This is an optimization exercise on Yosys and OpenROAD, whose aim is small area and a short achievable clock period, not a production implementation.
RTL that was checked went through simulation tests only; none was proved equivalent to the original.
For run 2, only the layout was checked, not whether the RTL still works.
No run shown here takes its clock network from TritonCTS; it comes from the design's own scripts or RTL.
The flow treats the clock pin as an ideal source. Dropping or thinning the clock tree relies on that and would not hold on a real chip.

==> flow/design.v, too long to show whole: its modules and the start of the top module <==
// module mul16_top: 15 lines
// module multiplier: 1639 lines
// module mul_fa: 4 lines
// module mul_a21oi: 3 lines
// module mul_inv: 3 lines
// module mul_nand2: 3 lines
// module mul_nor2: 3 lines
// module mul_o21ai: 3 lines
// module mul_xnor2: 3 lines
// module mul_xor2: 3 lines
// module mul_xnor: 3 lines
// module mul_or: 3 lines
// module mul_nand4: 3 lines
module mul16_top(
    input clk,
    input [15:0] a,
    input [15:0] b,
    output reg [31:0] res
);
  // ...
==> flow/flow/run.sh <==
#!/bin/bash
# Own layout flow: the standard ORFS flow (standard.sh), with
#  - port buffers of a small, fast buffer cell (buf_1) instead of the default delay buffer;
#  - the clock tree rebuilt after CTS as one level of four clkbuf_8 buffers driven by the
#    clock port (flatten_clock_core.tcl), which shortens the clock's insertion delay for
#    all registers alike (every register is one buffer away from the clock port);
#  - after that, and after global routing, timing repair by gate sizing only (no new
#    buffers) against a setup margin, so that the critical cells are sized for the
#    period the design can reach rather than left at minimum size by the loose clock.
# make's output goes to standard.log here; ORFS keeps each step's log in orfs/logs.
set -euo pipefail
cd "$(dirname "$0")/.."
export FLOW_DIR_OWN="$PWD/flow"
export FLOW_SETUP_MARGIN=16.93
export SETUP_MOVE_SEQUENCE=sizeup,swap
export FLOW_IN_REG_CELL=
export FLOW_CLK_LEAF_CELL=sky130_fd_sc_hd__clkbuf_8
export BUFFER_PORTS_ARGS="-buffer_cell sky130_fd_sc_hd__buf_1"
export CTS_ARGS="-sink_clustering_enable -repair_clock_nets -dont_use_dummy_load -buf_list sky130_fd_sc_hd__clkbuf_8"
export POST_CTS_TCL="$PWD/flow/flatten_clock_post.tcl"
export PRE_GLOBAL_ROUTE_TCL="$PWD/flow/grt_margin.tcl"
bash standard.sh > standard.log 2>&1
==> flow/flow/flatten_clock_core.tcl <==
# Rebuild the clock tree that CTS made as a single level: the clock port drives
# NLEAF clock buffers directly, each driving the registers of one region of the
# core. This removes the root buffer level and so the clock's insertion delay
# (it does not skew registers against each other: all go through one buffer).
set nleaf 4
set bufcell sky130_fd_sc_hd__clkbuf_16
if {[info exists ::env(FLOW_CLK_LEAF_CELL)] && $::env(FLOW_CLK_LEAF_CELL) ne ""} { set bufcell $::env(FLOW_CLK_LEAF_CELL) }
set block [ord::get_db_block]
set clknet [$block findNet clk]
# every register clock pin (sink) of the tree, and every clock-tree buffer
set sinks {}
set bufs {}
set todo [list $clknet]
while {[llength $todo]} {
  set net [lindex $todo 0]
  set todo [lrange $todo 1 end]
  foreach it [$net getITerms] {
    if {![$it isInputSignal] && [$it getIoType] ne "INPUT"} { continue }
    set inst [$it getInst]
    set m [[$inst getMaster] getName]
    if {[string match "sky130_fd_sc_hd__clkbuf*" $m] || [string match "sky130_fd_sc_hd__clkinv*" $m] || [string match "sky130_fd_sc_hd__buf*" $m]} {
      if {[lsearch -exact $bufs $inst] < 0} {
        lappend bufs $inst
        foreach o [$inst getITerms] {
          if {[$o isOutputSignal]} { lappend todo [$o getNet] }
        }
      }
    } else {
      lappend sinks $it
    }
  }
}
puts "flatten_clock: [llength $sinks] sinks, [llength $bufs] buffers"
# split the sinks into nleaf groups: halves by x, then each half by y
proc loc {it} {
  set b [[$it getInst] getBBox]
  return [list [expr {([$b xMin] + [$b xMax]) / 2}] [expr {([$b yMin] + [$b yMax]) / 2}]]
}
proc split_by {items idx} {
  set s [lsort -real -index 1 [lmap it $items {list $it [lindex [loc $it] $idx]}]]
  set n [expr {[llength $s] / 2}]
  return [list [lmap p [lrange $s 0 [expr {$n - 1}]] {lindex $p 0}] [lmap p [lrange $s $n end] {lindex $p 0}]]
}
set groups {}
foreach half [split_by $sinks 0] {
  foreach q [split_by $half 1] { lappend groups $q }
}
# remove the old tree
foreach inst $bufs {
  foreach o [$inst getITerms] {
    if {[$o isOutputSignal]} {
      set n [$o getNet]
      foreach it [$n getITerms] { $it disconnect }
      odb::dbNet_destroy $n
    }
  }
  odb::dbInst_destroy $inst
}
# one buffer per group, at the group's centre
set master [[ord::get_db] findMaster $bufcell]
set k 0
foreach g $groups {
  set sx 0; set sy 0
  foreach it $g { lassign [loc $it] x y; incr sx $x; incr sy $y }
  set cx [expr {$sx / [llength $g]}]; set cy [expr {$sy / [llength $g]}]
  set inst [odb::dbInst_create $block $master "clkbuf_leaf_$k"]
  set net [odb::dbNet_create $block "clknet_leaf_$k"]
  $net setSigType CLOCK
  [$inst findITerm A] connect $clknet
  [$inst findITerm X] connect $net
  foreach it $g { $it connect $net }
  $inst setLocation $cx $cy
  $inst setPlacementStatus PLACED
  puts "flatten_clock: clkbuf_leaf_$k drives [llength $g] sinks"
  incr k
}
==> flow/flow/flatten_clock_post.tcl <==
source $::env(FLOW_DIR_OWN)/flatten_clock_core.tcl
if {[info exists ::env(FLOW_IN_REG_CELL)] && $::env(FLOW_IN_REG_CELL) ne ""} {
  foreach inst [get_cells {a_r* b_r*}] {
    replace_cell $inst $::env(FLOW_IN_REG_CELL)
  }
}
# optionally a stronger cell for the buffers that drive the output ports
if {[info exists ::env(FLOW_OUT_BUF_CELL)] && $::env(FLOW_OUT_BUF_CELL) ne ""} {
  foreach bt [[ord::get_db_block] getBTerms] {
    if {[$bt getIoType] ne "OUTPUT"} { continue }
    foreach it [[$bt getNet] getITerms] {
      if {[$it isOutputSignal]} {
        replace_cell [get_cells [[$it getInst] getName]] $::env(FLOW_OUT_BUF_CELL)
      }
    }
  }
}
detailed_placement
estimate_parasitics -placement
# size the design for the period it can reach: repair setup against a margin
set ::env(SETUP_SLACK_MARGIN) $::env(FLOW_SETUP_MARGIN)
repair_timing_helper
detailed_placement
check_placement -verbose
==> flow/flow/grt_margin.tcl <==
# the global-route stage's timing repair uses the same setup margin as after CTS
set ::env(SETUP_SLACK_MARGIN) $::env(FLOW_SETUP_MARGIN)
==> flow/standard.sh <==
#!/bin/bash
# synth_recipe.tcl (not shown) runs the flow's synth.tcl, then flattens the netlist and writes it again
# the make line also repeats each setting of config.mk as NAME=value (left out here)
make -C /OpenROAD-flow-scripts/flow DESIGN_CONFIG=/design/flow/config.mk WORK_HOME=/design/flow/orfs CLKGATE_MAP_FILE= SYNTH_SCRIPT=/design/flow/synth_recipe.tcl "${@:-finish}"
==> flow/config.mk <==
export PLATFORM = sky130hd
export DESIGN_NAME = mul16_top
export DESIGN_NICKNAME = mul16_top
export VERILOG_FILES = /design/flow/design.v
export SDC_FILE = /design/flow/constraint.sdc
export NUM_CORES = 4
export LEC_CHECK = 0
export CAP_MARGIN = 20
export CORE_MARGIN = 2
export CORE_UTILIZATION = 60
export SLEW_MARGIN = 20
export SYNTH_HIERARCHICAL = 1
==> flow/constraint.sdc <==
create_clock -name core_clock -period 22.0 [get_ports {clk}]
set_input_delay 4.4000 -clock core_clock [delete_from_list [all_inputs] [get_ports {clk}]]
set_output_delay 4.4000 -clock core_clock [all_outputs]
set_load 0.01 [all_outputs]
==> metrics.csv, run 1 <==
stage,metric,value,unit
worst_setup_path,CP Data Required Time,17600,ps
detailed_routing,Initial DRC Count,375,
cells_and_area,Biggest register,res,
cells_and_area,Fillers,1205,
worst_setup_path,Worst setup EP type,primary output,
yosys,post-synthesis compound-gate area fraction,0.0561,
yosys,cell with the most instances after synthesis,nand2_1,
grt,vias in the first global route,6565,
detailed_routing,post-route ant nets,0,
floorplanning,I/O pins,65,
placed_design,DP Wirelength,15400,um
yosys,top-area cell type share of the netlist area,0.449,
cells_and_area,Largest register FFs,32,
min_path,Hold Path End,res[0],
yosys,Main synth FF type,dfxtp_1,
worst_setup_path,crit path max fanout,1,
yosys,"Avg Cell Area, Syn",10.1,um2
sta,Worst-Margin Slew,757,ps
sta,clock skew,13.8,ps
placed_design,pre-CTS WS,16620,ps
yosys,"Seq/Total Area, Yosys",0.147,
cells_and_area,Antenna Cells,0,
yosys,main combinational cell family by area after synthesis,adder cells,
cells_and_area,NumNets Final,1068,
sta,RSZ-0062 raised after global routing,yes,
cells_and_area,Area Overhead vs Synth,-3.08,%
sta,maximum clock frequency,0.199,GHz
floorplanning,Tapcells,180,
yosys,mux contribution to synthesized area,0,
worst_setup_path,CP max stage delay,330,ps
min_path,Hold Crit Class,reg -> reg,
yosys,synth warn,7,
run_status,run status,"complete, no violations",
==> inputs of run 2 (changes only) <==
--- a/flow/design.v
+++ b/flow/design.v
@@ -906,22 +906,16 @@
   wire n885;
   wire n886;
   wire n887;
   wire n888;
   wire n889;
   wire n890;
   wire n891;
   wire n892;
-  wire n893;
-  wire n894;
-  wire n895;
-  wire n896;
-  wire n897;
-  wire n898;
   assign pp1 = ~(a[0] & b[0]);
   assign pp2 = ~(a[1] & b[0]);
   assign pp3 = ~(a[2] & b[0]);
   assign pp4 = ~(a[3] & b[0]);
   assign pp5 = ~(a[4] & b[0]);
   assign pp6 = ~(a[5] & b[0]);
   assign pp7 = ~(a[6] & b[0]);
   assign pp8 = ~(a[7] & b[0]);
@@ -1498,18 +1492,18 @@
   mul_o21ai u_n774 (.a(n684), .b(n755), .c(n683), .y(n774));
   mul_o21ai u_n775 (.a(n688), .b(n769), .c(n687), .y(n775));
   mul_o21ai u_n776 (.a(n692), .b(n766), .c(n691), .y(n776));
   mul_o21ai u_n777 (.a(n696), .b(n770), .c(n695), .y(n777));
   mul_inv u_n778 (.a(n767), .y(n778));
   mul_o21ai u_n779 (.a(n700), .b(n778), .c(n699), .y(n779));
   mul_o21ai u_n780 (.a(n704), .b(n771), .c(n703), .y(n780));
   mul_o21ai u_n781 (.a(n708), .b(n765), .c(n707), .y(n781));
-  mul_nor2 u_n782 (.a(n710), .b(n708), .y(n782));
-  mul_o21ai u_n783 (.a(n710), .b(n707), .c(n709), .y(n783));
+  mul_inv u_n782 (.a(n781), .y(n782));
+  mul_o21ai u_n783 (.a(n710), .b(n782), .c(n709), .y(n783));
   mul_nor2 u_n784 (.a(n712), .b(n710), .y(n784));
   mul_o21ai u_n785 (.a(n712), .b(n709), .c(n711), .y(n785));
   mul_nor2 u_n786 (.a(n714), .b(n712), .y(n786));
   mul_o21ai u_n787 (.a(n714), .b(n711), .c(n713), .y(n787));
   mul_nor2 u_n788 (.a(n716), .b(n714), .y(n788));
   mul_o21ai u_n789 (.a(n716), .b(n713), .c(n715), .y(n789));
   mul_nor2 u_n790 (.a(n718), .b(n716), .y(n790));
   mul_o21ai u_n791 (.a(n718), .b(n715), .c(n717), .y(n791));
@@ -1526,137 +1520,131 @@
   mul_nor2 u_n802 (.a(n730), .b(n728), .y(n802));
   mul_o21ai u_n803 (.a(n730), .b(n727), .c(n729), .y(n803));
   mul_nor2 u_n804 (.a(n732), .b(n730), .y(n804));
   mul_o21ai u_n805 (.a(n732), .b(n729), .c(n731), .y(n805));
   mul_nor2 u_n806 (.a(n734), .b(n732), .y(n806));
   mul_o21ai u_n807 (.a(n734), .b(n731), .c(n733), .y(n807));
   mul_nor2 u_n808 (.a(n736), .b(n734), .y(n808));
   mul_o21ai u_n809 (.a(n736), .b(n733), .c(n735), .y(n809));
-  mul_inv u_n810 (.a(n765), .y(n810));
-  mul_a21oi u_n811 (.a(n782), .b(n810), .c(n783), .y(n811));
-  mul_a21oi u_n812 (.a(n784), .b(n781), .c(n785), .y(n812));
-  mul_nand2 u_n813 (.a(n786), .b(n782), .y(n813));
-  mul_a21oi u_n814 (.a(n786), .b(n783), .c(n787), .y(n814));
-  mul_nand2 u_n815 (.a(n788), .b(n784), .y(n815));
-  mul_a21oi u_n816 (.a(n788), .b(n785), .c(n789), .y(n816));
-  mul_nand2 u_n817 (.a(n790), .b(n786), .y(n817));
-  mul_a21oi u_n818 (.a(n790), .b(n787), .c(n791), .y(n818));
-  mul_nand2 u_n819 (.a(n792), .b(n788), .y(n819));
-  mul_a21oi u_n820 (.a(n792), .b(n789), .c(n793), .y(n820));
-  mul_nand2 u_n821 (.a(n794), .b(n790), .y(n821));
-  mul_a21oi u_n822 (.a(n794), .b(n791), .c(n795), .y(n822));
-  mul_nand2 u_n823 (.a(n796), .b(n792), .y(n823));
-  mul_a21oi u_n824 (.a(n796), .b(n793), .c(n797), .y(n824));
-  mul_nand2 u_n825 (.a(n798), .b(n794), .y(n825));
-  mul_a21oi u_n826 (.a(n798), .b(n795), .c(n799), .y(n826));
-  mul_nand2 u_n827 (.a(n800), .b(n796), .y(n827));
-  mul_a21oi u_n828 (.a(n800), .b(n797), .c(n801), .y(n828));
-  mul_nand2 u_n829 (.a(n802), .b(n798), .y(n829));
-  mul_a21oi u_n830 (.a(n802), .b(n799), .c(n803), .y(n830));
-  mul_nand2 u_n831 (.a(n804), .b(n800), .y(n831));
-  mul_a21oi u_n832 (.a(n804), .b(n801), .c(n805), .y(n832));
-  mul_nand2 u_n833 (.a(n806), .b(n802), .y(n833));
-  mul_a21oi u_n834 (.a(n806), .b(n803), .c(n807), .y(n834));
-  mul_nand2 u_n835 (.a(n808), .b(n804), .y(n835));
-  mul_a21oi u_n836 (.a(n808), .b(n805), .c(n809), .y(n836));
-  mul_o21ai u_n837 (.a(n813), .b(n765), .c(n814), .y(n837));
-  mul_inv u_n838 (.a(n781), .y(n838));
-  mul_o21ai u_n839 (.a(n815), .b(n838), .c(n816), .y(n839));
-  mul_o21ai u_n840 (.a(n817), .b(n811), .c(n818), .y(n840));
-  mul_o21ai u_n841 (.a(n819), .b(n812), .c(n820), .y(n841));
-  mul_nor2 u_n842 (.a(n821), .b(n813), .y(n842));
-  mul_o21ai u_n843 (.a(n821), .b(n814), .c(n822), .y(n843));
-  mul_nor2 u_n844 (.a(n823), .b(n815), .y(n844));
-  mul_o21ai u_n845 (.a(n823), .b(n816), .c(n824), .y(n845));
-  mul_nor2 u_n846 (.a(n825), .b(n817), .y(n846));
-  mul_o21ai u_n847 (.a(n825), .b(n818), .c(n826), .y(n847));
-  mul_nor2 u_n848 (.a(n827), .b(n819), .y(n848));
-  mul_o21ai u_n849 (.a(n827), .b(n820), .c(n828), .y(n849));
-  mul_nor2 u_n850 (.a(n829), .b(n821), .y(n850));
-  mul_o21ai u_n851 (.a(n829), .b(n822), .c(n830), .y(n851));
-  mul_nor2 u_n852 (.a(n831), .b(n823), .y(n852));
-  mul_o21ai u_n853 (.a(n831), .b(n824), .c(n832), .y(n853));
-  mul_nor2 u_n854 (.a(n833), .b(n825), .y(n854));
-  mul_o21ai u_n855 (.a(n833), .b(n826), .c(n834), .y(n855));
-  mul_nor2 u_n856 (.a(n835), .b(n827), .y(n856));
-  mul_o21ai u_n857 (.a(n835), .b(n828), .c(n836), .y(n857));
-  mul_a21oi u_n858 (.a(n842), .b(n810), .c(n843), .y(n858));
-  mul_a21oi u_n859 (.a(n844), .b(n781), .c(n845), .y(n859));
-  mul_inv u_n860 (.a(n811), .y(n860));
-  mul_a21oi u_n861 (.a(n846), .b(n860), .c(n847), .y(n861));
-  mul_inv u_n862 (.a(n812), .y(n862));
-  mul_a21oi u_n863 (.a(n848), .b(n862), .c(n849), .y(n863));
-  mul_a21oi u_n864 (.a(n850), .b(n837), .c(n851), .y(n864));
-  mul_a21oi u_n865 (.a(n852), .b(n839), .c(n853), .y(n865));
-  mul_a21oi u_n866 (.a(n854), .b(n840), .c(n855), .y(n866));
-  mul_a21oi u_n867 (.a(n856), .b(n841), .c(n857), .y(n867));
-  mul_inv u_n868 (.a(pp1), .y(n868));
-  assign res[0] = n868;
-  mul_xor2 u_n869 (.a(n678), .b(n738), .y(n869));
-  assign res[1] = n869;
-  mul_xor2 u_n870 (.a(n680), .b(n740), .y(n870));
-  assign res[2] = n870;
-  mul_xor2 u_n871 (.a(n682), .b(n773), .y(n871));
-  assign res[3] = n871;
-  mul_xor2 u_n872 (.a(n684), .b(n768), .y(n872));
-  assign res[4] = n872;
-  mul_xor2 u_n873 (.a(n686), .b(n774), .y(n873));
-  assign res[5] = n873;
-  mul_xnor2 u_n874 (.a(n688), .b(n769), .y(n874));
-  assign res[6] = n874;
-  mul_xor2 u_n875 (.a(n690), .b(n775), .y(n875));
-  assign res[7] = n875;
-  mul_xor2 u_n876 (.a(n692), .b(n762), .y(n876));
-  assign res[8] = n876;
-  mul_xor2 u_n877 (.a(n694), .b(n776), .y(n877));
-  assign res[9] = n877;
-  mul_xnor2 u_n878 (.a(n696), .b(n770), .y(n878));
-  assign res[10] = n878;
-  mul_xor2 u_n879 (.a(n698), .b(n777), .y(n879));
-  assign res[11] = n879;
-  mul_xor2 u_n880 (.a(n700), .b(n767), .y(n880));
-  assign res[12] = n880;
-  mul_xor2 u_n881 (.a(n702), .b(n779), .y(n881));
-  assign res[13] = n881;
-  mul_xnor2 u_n882 (.a(n704), .b(n771), .y(n882));
-  assign res[14] = n882;
-  mul_xor2 u_n883 (.a(n706), .b(n780), .y(n883));
-  assign res[15] = n883;
-  mul_xor2 u_n884 (.a(n708), .b(n810), .y(n884));
-  assign res[16] = n884;
-  mul_xor2 u_n885 (.a(n710), .b(n781), .y(n885));
-  assign res[17] = n885;
-  mul_xor2 u_n886 (.a(n712), .b(n860), .y(n886));
-  assign res[18] = n886;
-  mul_xor2 u_n887 (.a(n714), .b(n862), .y(n887));
-  assign res[19] = n887;
-  mul_xor2 u_n888 (.a(n716), .b(n837), .y(n888));
-  assign res[20] = n888;
-  mul_xor2 u_n889 (.a(n718), .b(n839), .y(n889));
-  assign res[21] = n889;
-  mul_xor2 u_n890 (.a(n720), .b(n840), .y(n890));
-  assign res[22] = n890;
-  mul_xor2 u_n891 (.a(n722), .b(n841), .y(n891));
-  assign res[23] = n891;
-  mul_xnor2 u_n892 (.a(n724), .b(n858), .y(n892));
-  assign res[24] = n892;
-  mul_xnor2 u_n893 (.a(n726), .b(n859), .y(n893));
-  assign res[25] = n893;
-  mul_xnor2 u_n894 (.a(n728), .b(n861), .y(n894));
-  assign res[26] = n894;
-  mul_xnor2 u_n895 (.a(n730), .b(n863), .y(n895));
-  assign res[27] = n895;
-  mul_xnor2 u_n896 (.a(n732), .b(n864), .y(n896));
-  assign res[28] = n896;
-  mul_xnor2 u_n897 (.a(n734), .b(n865), .y(n897));
-  assign res[29] = n897;
-  mul_xnor2 u_n898 (.a(n736), .b(n866), .y(n898));
-  assign res[30] = n898;
-  assign res[31] = n867;
+  mul_a21oi u_n810 (.a(n784), .b(n781), .c(n785), .y(n810));
+  mul_a21oi u_n811 (.a(n786), .b(n783), .c(n787), .y(n811));
+  mul_nand2 u_n812 (.a(n788), .b(n784), .y(n812));
+  mul_a21oi u_n813 (.a(n788), .b(n785), .c(n789), .y(n813));
+  mul_nand2 u_n814 (.a(n790), .b(n786), .y(n814));
+  mul_a21oi u_n815 (.a(n790), .b(n787), .c(n791), .y(n815));
+  mul_nand2 u_n816 (.a(n792), .b(n788), .y(n816));
+  mul_a21oi u_n817 (.a(n792), .b(n789), .c(n793), .y(n817));
+  mul_nand2 u_n818 (.a(n794), .b(n790), .y(n818));
+  mul_a21oi u_n819 (.a(n794), .b(n791), .c(n795), .y(n819));
+  mul_nand2 u_n820 (.a(n796), .b(n792), .y(n820));
+  mul_a21oi u_n821 (.a(n796), .b(n793), .c(n797), .y(n821));
+  mul_nand2 u_n822 (.a(n798), .b(n794), .y(n822));
+  mul_a21oi u_n823 (.a(n798), .b(n795), .c(n799), .y(n823));
+  mul_nand2 u_n824 (.a(n800), .b(n796), .y(n824));
+  mul_a21oi u_n825 (.a(n800), .b(n797), .c(n801), .y(n825));
+  mul_nand2 u_n826 (.a(n802), .b(n798), .y(n826));
+  mul_a21oi u_n827 (.a(n802), .b(n799), .c(n803), .y(n827));
+  mul_nand2 u_n828 (.a(n804), .b(n800), .y(n828));
+  mul_a21oi u_n829 (.a(n804), .b(n801), .c(n805), .y(n829));
+  mul_nand2 u_n830 (.a(n806), .b(n802), .y(n830));
+  mul_a21oi u_n831 (.a(n806), .b(n803), .c(n807), .y(n831));
+  mul_nand2 u_n832 (.a(n808), .b(n804), .y(n832));
+  mul_a21oi u_n833 (.a(n808), .b(n805), .c(n809), .y(n833));
+  mul_o21ai u_n834 (.a(n812), .b(n782), .c(n813), .y(n834));
+  mul_inv u_n835 (.a(n783), .y(n835));
+  mul_o21ai u_n836 (.a(n814), .b(n835), .c(n815), .y(n836));
+  mul_o21ai u_n837 (.a(n816), .b(n810), .c(n817), .y(n837));
+  mul_o21ai u_n838 (.a(n818), .b(n811), .c(n819), .y(n838));
+  mul_nor2 u_n839 (.a(n820), .b(n812), .y(n839));
+  mul_o21ai u_n840 (.a(n820), .b(n813), .c(n821), .y(n840));
+  mul_nor2 u_n841 (.a(n822), .b(n814), .y(n841));
+  mul_o21ai u_n842 (.a(n822), .b(n815), .c(n823), .y(n842));
+  mul_nor2 u_n843 (.a(n824), .b(n816), .y(n843));
+  mul_o21ai u_n844 (.a(n824), .b(n817), .c(n825), .y(n844));
+  mul_nor2 u_n845 (.a(n826), .b(n818), .y(n845));
+  mul_o21ai u_n846 (.a(n826), .b(n819), .c(n827), .y(n846));
+  mul_nor2 u_n847 (.a(n828), .b(n820), .y(n847));
+  mul_o21ai u_n848 (.a(n828), .b(n821), .c(n829), .y(n848));
+  mul_nor2 u_n849 (.a(n830), .b(n822), .y(n849));
+  mul_o21ai u_n850 (.a(n830), .b(n823), .c(n831), .y(n850));
+  mul_nor2 u_n851 (.a(n832), .b(n824), .y(n851));
+  mul_o21ai u_n852 (.a(n832), .b(n825), .c(n833), .y(n852));
+  mul_a21oi u_n853 (.a(n839), .b(n781), .c(n840), .y(n853));
+  mul_a21oi u_n854 (.a(n841), .b(n783), .c(n842), .y(n854));
+  mul_inv u_n855 (.a(n810), .y(n855));
+  mul_a21oi u_n856 (.a(n843), .b(n855), .c(n844), .y(n856));
+  mul_inv u_n857 (.a(n811), .y(n857));
+  mul_a21oi u_n858 (.a(n845), .b(n857), .c(n846), .y(n858));
+  mul_a21oi u_n859 (.a(n847), .b(n834), .c(n848), .y(n859));
+  mul_a21oi u_n860 (.a(n849), .b(n836), .c(n850), .y(n860));
+  mul_a21oi u_n861 (.a(n851), .b(n837), .c(n852), .y(n861));
+  mul_inv u_n862 (.a(pp1), .y(n862));
+  assign res[0] = n862;
+  mul_xor2 u_n863 (.a(n678), .b(n738), .y(n863));
+  assign res[1] = n863;
+  mul_xor2 u_n864 (.a(n680), .b(n740), .y(n864));
+  assign res[2] = n864;
+  mul_xor2 u_n865 (.a(n682), .b(n773), .y(n865));
+  assign res[3] = n865;
+  mul_xor2 u_n866 (.a(n684), .b(n768), .y(n866));
+  assign res[4] = n866;
+  mul_xor2 u_n867 (.a(n686), .b(n774), .y(n867));
+  assign res[5] = n867;
+  mul_xnor2 u_n868 (.a(n688), .b(n769), .y(n868));
+  assign res[6] = n868;
+  mul_xor2 u_n869 (.a(n690), .b(n775), .y(n869));
+  assign res[7] = n869;
+  mul_xor2 u_n870 (.a(n692), .b(n762), .y(n870));
+  assign res[8] = n870;
+  mul_xor2 u_n871 (.a(n694), .b(n776), .y(n871));
+  assign res[9] = n871;
+  mul_xnor2 u_n872 (.a(n696), .b(n770), .y(n872));
+  assign res[10] = n872;
+  mul_xor2 u_n873 (.a(n698), .b(n777), .y(n873));
+  assign res[11] = n873;
+  mul_xor2 u_n874 (.a(n700), .b(n767), .y(n874));
+  assign res[12] = n874;
+  mul_xor2 u_n875 (.a(n702), .b(n779), .y(n875));
+  assign res[13] = n875;
+  mul_xnor2 u_n876 (.a(n704), .b(n771), .y(n876));
+  assign res[14] = n876;
+  mul_xor2 u_n877 (.a(n706), .b(n780), .y(n877));
+  assign res[15] = n877;
+  mul_xnor2 u_n878 (.a(n708), .b(n765), .y(n878));
+  assign res[16] = n878;
+  mul_xor2 u_n879 (.a(n710), .b(n781), .y(n879));
+  assign res[17] = n879;
+  mul_xor2 u_n880 (.a(n712), .b(n783), .y(n880));
+  assign res[18] = n880;
+  mul_xor2 u_n881 (.a(n714), .b(n855), .y(n881));
+  assign res[19] = n881;
+  mul_xor2 u_n882 (.a(n716), .b(n857), .y(n882));
+  assign res[20] = n882;
+  mul_xor2 u_n883 (.a(n718), .b(n834), .y(n883));
+  assign res[21] = n883;
+  mul_xor2 u_n884 (.a(n720), .b(n836), .y(n884));
+  assign res[22] = n884;
+  mul_xor2 u_n885 (.a(n722), .b(n837), .y(n885));
+  assign res[23] = n885;
+  mul_xor2 u_n886 (.a(n724), .b(n838), .y(n886));
+  assign res[24] = n886;
+  mul_xnor2 u_n887 (.a(n726), .b(n853), .y(n887));
+  assign res[25] = n887;
+  mul_xnor2 u_n888 (.a(n728), .b(n854), .y(n888));
+  assign res[26] = n888;
+  mul_xnor2 u_n889 (.a(n730), .b(n856), .y(n889));
+  assign res[27] = n889;
+  mul_xnor2 u_n890 (.a(n732), .b(n858), .y(n890));
+  assign res[28] = n890;
+  mul_xnor2 u_n891 (.a(n734), .b(n859), .y(n891));
+  assign res[29] = n891;
+  mul_xnor2 u_n892 (.a(n736), .b(n860), .y(n892));
+  assign res[30] = n892;
+  assign res[31] = n861;
 endmodule
 module mul_fa(input a, input b, input ci, output s, output co);
   assign s = a ^ b ^ ci;
   assign co = (a & b) | (a & ci) | (b & ci);
 endmodule
 module mul_a21oi(input a, input b, input c, output y);
   assign y = ~((a & b) | c);
 endmodule
==> flow/flow/run.sh (replaced) <==
#!/bin/bash
# Own layout flow: the standard ORFS flow (standard.sh), with
#  - port buffers of a small, fast buffer cell instead of the default delay buffer;
#  - the clock tree rebuilt after CTS as one level of four buffers driven by the clock
#    port (flatten_clock_core.tcl), which shortens the clock's insertion delay for all
#    registers alike;
#  - after that, and after global routing, timing repair aiming for setup slack above a
#    margin, so that the design is sized for the period it can reach rather than left at
#    minimum size by the loose clock.
# make's output goes to standard.log here; ORFS keeps each step's log in orfs/logs.
set -euo pipefail
cd "$(dirname "$0")/.."
export FLOW_DIR_OWN="$PWD/flow"
export FLOW_SETUP_MARGIN=0
export FLOW_IN_REG_CELL=sky130_fd_sc_hd__dfxtp_4
export BUFFER_PORTS_ARGS="-buffer_cell sky130_fd_sc_hd__buf_1"
export CTS_ARGS="-sink_clustering_enable -repair_clock_nets -dont_use_dummy_load -buf_list sky130_fd_sc_hd__clkbuf_8"
export POST_CTS_TCL="$PWD/flow/flatten_clock_post.tcl"
export PRE_GLOBAL_ROUTE_TCL="$PWD/flow/grt_margin.tcl"
bash standard.sh > standard.log 2>&1
--- a/flow/flow/flatten_clock_core.tcl
+++ b/flow/flow/flatten_clock_core.tcl
@@ -1,15 +1,14 @@
 # Rebuild the clock tree that CTS made as a single level: the clock port drives
 # NLEAF clock buffers directly, each driving the registers of one region of the
 # core. This removes the root buffer level and so the clock's insertion delay
 # (it does not skew registers against each other: all go through one buffer).
 set nleaf 4
 set bufcell sky130_fd_sc_hd__clkbuf_16
-if {[info exists ::env(FLOW_CLK_LEAF_CELL)] && $::env(FLOW_CLK_LEAF_CELL) ne ""} { set bufcell $::env(FLOW_CLK_LEAF_CELL) }
 set block [ord::get_db_block]
 set clknet [$block findNet clk]
 # every register clock pin (sink) of the tree, and every clock-tree buffer
 set sinks {}
 set bufs {}
 set todo [list $clknet]
 while {[llength $todo]} {
   set net [lindex $todo 0]
==> flow/flow/flatten_clock_post.tcl (replaced) <==
source $::env(FLOW_DIR_OWN)/flatten_clock_core.tcl
if {[info exists ::env(FLOW_IN_REG_CELL)] && $::env(FLOW_IN_REG_CELL) ne ""} {
  foreach inst [get_cells {a_r* b_r*}] {
    replace_cell $inst $::env(FLOW_IN_REG_CELL)
  }
}
detailed_placement
estimate_parasitics -placement
# size the design for the period it can reach: repair setup against a margin
set ::env(SETUP_SLACK_MARGIN) $::env(FLOW_SETUP_MARGIN)
repair_timing_helper
detailed_placement
check_placement -verbose
==> flow/config.mk (replaced) <==
export PLATFORM = sky130hd
export DESIGN_NAME = mul16_top
export DESIGN_NICKNAME = mul16_top
export VERILOG_FILES = /design/flow/design.v
export SDC_FILE = /design/flow/constraint.sdc
export NUM_CORES = 4
export LEC_CHECK = 0
export CAP_MARGIN = 20
export CORE_MARGIN = 2
export CORE_UTILIZATION = 55
export SLEW_MARGIN = 20
export SYNTH_HIERARCHICAL = 1
==> metrics.csv, run 2 <==
stage,metric,value,unit,change
floorplanning,Initial Util,0.567,,was 0.619
cells_and_area,Largest register FFs,32,,unchanged
cells_and_area,Fillers,1439,,"was 1,205"
detailed_routing,post-route ant nets,0,,unchanged
yosys,cell with the most instances after synthesis,nand2_1,,unchanged
cells_and_area,fraction of layout instances using a drive strength above 1,0.105,,was 0.101
worst_setup_path,FF-to-FF End,res[30],,unchanged
detailed_routing,drt via density,5.53,,was 5.65
detailed_routing,Remaining DRCs,0,,unchanged
cells_and_area,Finished Core Util,0.555,,was 0.600
clocking,CTS Sinks,64,,unchanged
yosys,Synth cell types,15,,was 14
grt,vias in the first global route,6492,,"was 6,565"
yosys,"Avg Cell Area, Syn",10.1,um2,about the same
job,# Max-Cap Violations,0,,unchanged
worst_setup_path,Worst setup EP type,flop,,was primary output
cells_and_area,Area Overhead vs Synth,-2.17,%,was -3.08%
yosys,Main synth FF type,dfxtp_1,,unchanged
yosys,synth warn,7,,unchanged
yosys,Synth Net Count,1085,,"was 1,091"
detailed_routing,Initial DRC Count,421,,was 375
min_path,Hold Crit Class,reg -> reg,,unchanged
placed_design,global placer's final weighted congestion,0.879,,was 0.922
sta,Hold Slack,590,ps,was 613 ps
sta,Worst-Margin Slew,665,ps,was 757 ps
sta,Final Hold Fails,0,,unchanged
cells_and_area,"leading cell types in the layout, fill and taps excluded","285 x nand2_1, 195 x fa_1, 64 x buf_1",,"was 295 x nand2_1, 195 x fa_1, 56 x buf_1"
detailed_routing,routed via count,5794,,"was 5,755"
sta,Final WS setup,16440,ps,"was 16,970 ps"
grt,largest net degree at the start of global routing,23,,unchanged
run_status,run status,"complete, no violations",,unchanged
yosys,"top cells by count, synth","285 x nand2_1, 195 x fa_1, 64 x dfxtp_1, 62 x buf_6, 55 x xnor2_1",,"was 295 x nand2_1, 195 x fa_1, 64 x dfxtp_1, 63 x buf_6, 55 x xnor2_1"
worst_setup_path,type of element launching the critical path,flop,,unchanged
placed_design,DP Wirelength,15400,um,about the same
grt,GRT overflow,0,,unchanged
sta,RSZ-0062 raised after global routing,no,,was yes
placed_design,pre-CTS WS,16090,ps,"was 16,620 ps"
worst_setup_path,CP Data Required Time,22020,ps,"was 17,600 ps"
yosys,Synth area leaders,"fa_1 45%, dfxtp_1 15%, nand2_1 12%",,"was fa_1 45%, dfxtp_1 15%, nand2_1 13%"
grt,initial antenna violation count,0,,unchanged
yosys,Mapped Area,0.00869,mm2,about the same
cells_and_area,Antenna Cells,0,,unchanged
min_path,hold path cells,2,,unchanged
yosys,Synth Instances,857,,was 863
sta,clock skew,15.7,ps,was 13.8 ps
grt,first-pass GRT wire length,34200,um,"was 33,800 um"
yosys,Seq cells post-synth,64,,unchanged
cells_and_area,NumNets Final,1067,,"was 1,068"
worst_setup_path,crit path max fanout,21,,was 1
floorplanning,Core ar.,0.0153,mm2,was 0.0140 mm2
detailed_routing,final WL,20300,um,"was 20,000 um"
sta,period utilisation layout,0.253,,was 0.229
clocking,clock latency (worst-skew pair),150,ps,was 170 ps
yosys,"Seq/Total Area, Yosys",0.147,,about the same
yosys,largest area contributor in the netlist,fa_1,,unchanged
detailed_routing,router iterations before antenna repair,6,,was 5
clocking,clock-pin slew on the worst setup and hold paths,70,ps,was 110 ps
worst_setup_path,crit path launch,b_r[0],,was res[11]
sta,fin crit period,5560,ps,was 5030 ps
worst_setup_path,Reg2Reg Depth,20,,was 16
sta,Slew Limit Fails,0,,unchanged
floorplanning,Die Height,130,um,was 124 um
yosys,Async SR Flop Fraction,0,,unchanged
floorplanning,Die W,130,um,was 124 um
min_path,HP Start,a_r[0],,unchanged
detailed_routing,wire length per cell,19.4,um,was 19.7 um
cells_and_area,"most common cell after layout, fill and taps aside",nand2_1,,unchanged
worst_setup_path,worst r2r src,b_r[0],,was a_r[5]
floorplanning,FP Rows,45,,was 43
worst_setup_path,crit path kind,reg -> reg,,was reg -> out
grt,GR Util All Layers,0.269,,was 0.278
cells_and_area,Top Registers,"res (32), a_r (16), b_r (16)",,unchanged
yosys,number of synthesized flops with an enable pin,0,,unchanged
sta,maximum clock frequency,0.180,GHz,was 0.199 GHz
cells_and_area,Biggest register,res,,unchanged
worst_setup_path,Worst Path Arrival,5580,ps,was 630 ps
floorplanning,Die ar.,0.0168,mm2,was 0.0155 mm2
sta,Setup TNS,0,ps,unchanged
sta,# setup viols final,0,,unchanged
min_path,Hold Path End,res[0],,unchanged
sta,worst rel slew slack,0.553,,was 0.494
placed_design,PortBufs,64,,unchanged
yosys,top-area cell type share of the netlist area,0.449,,about the same
worst_setup_path,reg2reg setup slack,16440,ps,"was 17,070 ps"
floorplanning,I/O pins,65,,unchanged
==> run 2: cell types whose count changed in the layout (fill, tap and decap cells not counted), sizes merged <==
cell	delta
clkbuf	-7
nor2	-2
o21ai	-1
nand2	-1
buf	+12
a21oi	-2
==> run 2: per-stage QoR <==
| stage | cell area [um2] | cells |
|---|---|---|
| 2_1_floorplan | 8690 | 857 |
| 5_1_grt | 8500 | 1048 |
| 6_report | 8500 | 1048 |
| 3_5_place_dp | 8280 | 1044 |
| 3_3_place_gp | 8280 | 1044 |
==> run 2: worst max path at each step <==
stage          slack [ps]       to  depth (start not counted)
2_1_floorplan       16870  res[30]                         21
3_3_place_gp        16280  res[30]                         18
3_5_place_dp        16090  res[30]                         19
5_1_grt             16100  res[30]                         19
6_report            16440  res[30]                         20
==> run 2: layer usage <==
metal,track usage,up-vias,wire length [um]
li1,-,2536,-
met1,0.338,2955,7820
met2,0.468,251,10500
met3,0.0488,52,1290
met4,0.0949,0,748
met5,0,-,0
==> run 2: cells by family after synthesis <==
| kind of cell | count (synthesis) | synth area share |
|---|---|---|
| fa+ha+maj | 195 | 0.449 |
| simple gates | 344 | 0.158 |
| xor+xnor | 75 | 0.0756 |
| buf+inv | 107 | 0.117 |
| flops | 64 | 0.147 |
| compound gates | 72 | 0.0536 |
==> run 2: final cells by class <==
class                   count  area [um2]  area share
multi-input cells         686        6390       0.752
flip-flops and latches     64        1400       0.165
repair buffers             72         300      0.0353
well taps                 211         264      0.0311
plain buffers               4         100      0.0118
inverters                  11        41.3     0.00486
==> run 2: critical path, stage by stage (launching register included) <==
cell,delay [ps]
dfxtp_4,340
buf_4,300
nand2_1,110
xnor2_1,180
fa_1,480
fa_1,460
fa_1,390
fa_1,510
fa_1,440
xnor2_1,190
nor2_1,190
nand2_1,100
nor2_1,150
a21oi_2,90
o21ai_1,420
inv_1,130
o21ai_1,420
inv_1,90
o21ai_1,240
a21oi_2,90
xnor2_1,130
==> run 2: per-module statistics from Yosys (local to each module, per instance) <==
module / cell area [um2] / copies in the design
multiplier: 1970 / 1
mul16_top: 1280 / 1
mul_fa: 20.0 / 195
mul_a21oi: 8.76 / 28
mul_xnor: 8.76 / 15
mul_xnor2: 8.76 / 40
mul_xor2: 8.76 / 20
mul_nand4: 6.26 / 15
mul_o21ai: 5.00 / 44
mul_inv: 3.75 / 11
mul_nand2: 3.75 / 45
mul_nor2: 3.75 / 28

[what the ideal ports hide]
The flow's constraints put no driver on any port. The routed layouts listed below were extracted and timed again, unchanged, in two steps. Step 1 assumes that a clkbuf_16 drives the clock port and a buf_2 every other input. Step 2, shift: input delay + t, output delay - t, t = (earliest + latest rising clock arrival at the registers) / 2. This alone moves slack from input paths to output paths. a / b / c = no drivers / after step 1 / after step 2; a / b = the first two.
run	t (ns)	slack for setup (ns)	hold WS [ns]	slew at the worst register clock pin (ns)	pins driven straight from the clock port
run 1	0.233	16.965 / 16.891 / 17.073	0.613 / 0.613 / 0.613	0.11 / 0.11	4
run 2	0.233	16.442 / 16.443 / 16.443	0.590 / 0.590 / 0.590	0.08 / 0.08	4
After both steps every run listed still meets setup and hold.
